Context: an optimization exercise on an open-source flow, tuned for small area and few clock cycles per item. The choices shown serve that exercise and are no tape-out recipe. Function was checked by simulation only, so behaviour that the tests miss may differ from the original.

## try-nickel
// cmpmac
module cmpmac(
	input				wb_clk_i,
	input				rst_i,
	input  [2:0]	wb_adr_i,
	input  [15:0]	wb_dat_i,
	output [15:0]	wb_dat_o,
	input				wb_cyc_i,
	input				wb_we_i,
	input				wb_stb_i,
	input  [1:0]	wb_sel_i,
	output			wb_ack_o,
	input	 [1:0]	eth_pms_i,
	input				eth_macr_i,
	input  [47:0]	eth_macd_i,
	output			cmp_done_o,
	output			cmp_res_o
);
localparam [13:0] INV = 14'b00_0011_0000_1111;	 
reg [47:0]	slot[0:13];        
reg [3:0]	rot;               
reg [3:0]	adr;
wire stpac   = eth_pms_i[0];
wire promisc = eth_pms_i[1] | eth_pms_i[0];
reg  [1:0]	ack;
always @(posedge wb_clk_i) begin
	ack[0] <= wb_cyc_i & wb_stb_i;
	ack[1] <= wb_cyc_i & ack[0];
end
assign wb_ack_o = wb_cyc_i & wb_stb_i & ack[1];
wire bus_write = wb_cyc_i & wb_stb_i & ~wb_ack_o & stpac & wb_we_i & wb_sel_i[1];
wire tab_write = bus_write & ~ack[0] & ~rst_i & ~wb_adr_i[2] & (wb_adr_i[1:0] != 2'b00);
function [3:0] next14(input [3:0] r);
	case(r)
		4'd0:  next14 = 4'd1;
		4'd1:  next14 = 4'd2;
		4'd2:  next14 = 4'd3;
		4'd3:  next14 = 4'd4;
		4'd4:  next14 = 4'd5;
		4'd5:  next14 = 4'd6;
		4'd6:  next14 = 4'd7;
		4'd7:  next14 = 4'd8;
		4'd8:  next14 = 4'd9;
		4'd9:  next14 = 4'd10;
		4'd10: next14 = 4'd11;
		4'd11: next14 = 4'd12;
		4'd12: next14 = 4'd13;
		default: next14 = 4'd0;
	endcase
endfunction
wire [3:0]	rot1 = next14(rot);
wire [4:0]	sum  = adr + rot1;
reg  [3:0]	sadr;
always @(posedge wb_clk_i) begin
	rot  <= rot1;
	sadr <= (sum >= 5'd14) ? sum - 5'd14 : sum[3:0];
end
wire		c0  = (sadr == 4'd13);
wire		c4  = (sadr == 4'd3);
wire		c8  = (sadr == 4'd7);
wire		c10 = (sadr == 4'd9);
  ...
Size: about 2,100 cells after synthesis, ~96 I/O pins.
export LEC_CHECK = 0
export CAP_MARGIN = 20
export CORE_MARGIN = 2
export CORE_UTILIZATION = 40
export SLEW_MARGIN = 20
export SYNTH_HIERARCHICAL = 1
export SYNTH_MINIMUM_KEEP_SIZE = 0
create_clock -name core_clock -period 8.0 [get_ports {wb_clk_i}]
standard.sh (not shown) runs the stock make flow with config.mk's settings and CLKGATE_MAP_FILE= SYNTH_SCRIPT=/design/flow/synth_recipe.tcl, a recipe that flattens the netlist after the stock synthesis.
==> flow/flow/run.sh <==
#!/bin/bash
# Standard synthesis, but ABC maps with the ORFS speed script minus its
# upsizing pass (flow/abc_area_nosize.script); registers are untouched.
# Layout: smaller port buffers, larger clock-sink clusters without dummy
# loads, synthesis buffers removed before placement.
here=$(pwd)
{ head -n 1 synth_recipe.tcl
  echo "proc abc {args} { set i [lsearch \$args -script]; if {\$i >= 0} { lset args [expr {\$i+1}] $here/flow/abc_area_nosize.script }; yosys abc {*}\$args }"
  tail -n +2 synth_recipe.tcl; } > my_synth.tcl
bash standard.sh \
  SYNTH_SCRIPT=$here/my_synth.tcl \
  BUFFER_PORTS_ARGS="-buffer_cell sky130_fd_sc_hd__buf_2" \
  CTS_ARGS="-sink_clustering_enable -repair_clock_nets -buf_list sky130_fd_sc_hd__clkbuf_16 -sink_clustering_size 28 -sink_clustering_max_diameter 120 -dont_use_dummy_load" \
  REMOVE_ABC_BUFFERS=1 \
  finish > standard.log 2>&1
==> flow/flow/abc_area_nosize.script <==
&get -n
&st
&dch
&nf
&st
&syn2
&if -g -K 6
&synch2
&nf
&st
&syn2
&if -g -K 6
&synch2
&nf
&put
buffer -c
topo
stime -c
dnsize -c
Both conditions hold for try-nickel: the flow ran to the end and the final layout passed the timing, design-rule and antenna checks.
Testbench counts of try-nickel, summed over its fixed seeds: cycles 18,432, lookups 9,216.
For try-raven, these inputs were changed with respect to try-nickel:
--- a/flow/flow/run.sh
+++ b/flow/flow/run.sh
@@ -12,3 +12,3 @@
   BUFFER_PORTS_ARGS="-buffer_cell sky130_fd_sc_hd__buf_2" \
-  CTS_ARGS="-sink_clustering_enable -repair_clock_nets -buf_list sky130_fd_sc_hd__clkbuf_16 -sink_clustering_size 28 -sink_clustering_max_diameter 120 -dont_use_dummy_load" \
+  CTS_ARGS="-sink_clustering_enable -repair_clock_nets -buf_list sky130_fd_sc_hd__clkbuf_16 -sink_clustering_size 28 -sink_clustering_max_diameter 90 -dont_use_dummy_load" \
   REMOVE_ABC_BUFFERS=1 \
--- a/flow/config.mk
+++ b/flow/config.mk
@@ -10,2 +10,3 @@
 export CORE_UTILIZATION = 40
+export GPL_TIMING_DRIVEN = 0
 export SLEW_MARGIN = 20
### Flow results
Looking only at worst hold slack, and setting everything else aside, the lower value of try-raven and try-nickel goes to try-raven.
Looking at launching instance or port of the critical path, the eth_macd_i[33] result is from try-nickel; the eth_macd_i[32] one comes from try-raven.
Diff try-nickel -> try-raven: aggregate global-route resource usage up 2.2 points; wire length of the first global-routing pass up about 3.3%; flip-flop and latch area flat; wire length per cell up about 5.4%; placed cell count flat.
The final cell count on try-raven is in line with that on try-nickel.
Here is what was changed in the inputs of try-violet compared with try-raven.
--- a/flow/config.mk
+++ b/flow/config.mk
@@ -10,3 +10,2 @@
 export CORE_UTILIZATION = 40
-export GPL_TIMING_DRIVEN = 0
 export SLEW_MARGIN = 20
## What came out
- Going from try-raven to try-violet, count of inserted tapcells essentially unchanged, actual transition at the worst max-transition pin decreased 0.043 ns, complex-gate fraction of the synthesized area essentially unchanged, global routing usage summed across all routing layers decreased 2.3 points.
- Cmp try-violet and try-raven / met3 capacity usage during global routing / higher: try-raven
- try-raven → try-violet: count of buffers not belonging to the clock network in the layout has increased, number of filler cells placed in the layout shows an increase of about 0.7%, cell area after layout stayed essentially flat.
- For core utilization, try-violet and try-raven come out practically identical.
- The final wirelength in try-raven is 1.05 times that in try-violet.

port drivers added, routing unchanged:
In the flow no input, the clock included, has a driving cell. The finished layouts below were timed again as built, in two steps.
Step 1, drivers: a clkbuf_16 drives wb_clk_i and a buf_2 each remaining input, both assumed.
Step 2 times the ports against the registers' clock, not the clock port: input delays grow and output delays shrink by t, the midpoint of the rising clock arrivals with the driver on.
a / b / c = ideal ports / drivers / drivers and shift; a / b = the first two.
| run | t, ns | setup slack, ns | clock arrival spread, ns |
|---|---|---|---|
| try-nickel | 0.692 | 1.620 / 1.581 / 1.581 | 0.036 / 0.035 |
| try-raven | 0.650 | 1.402 / 1.379 / 1.379 | 0.055 / 0.056 |
| try-violet | 0.694 | 1.538 / 1.473 / 1.473 | 0.049 / 0.049 |
After both steps setup and hold are still met in every run listed. The setup slack of try-violet, which loses most, moves by -0.065 ns with the drivers and by -0.065 ns with both steps.
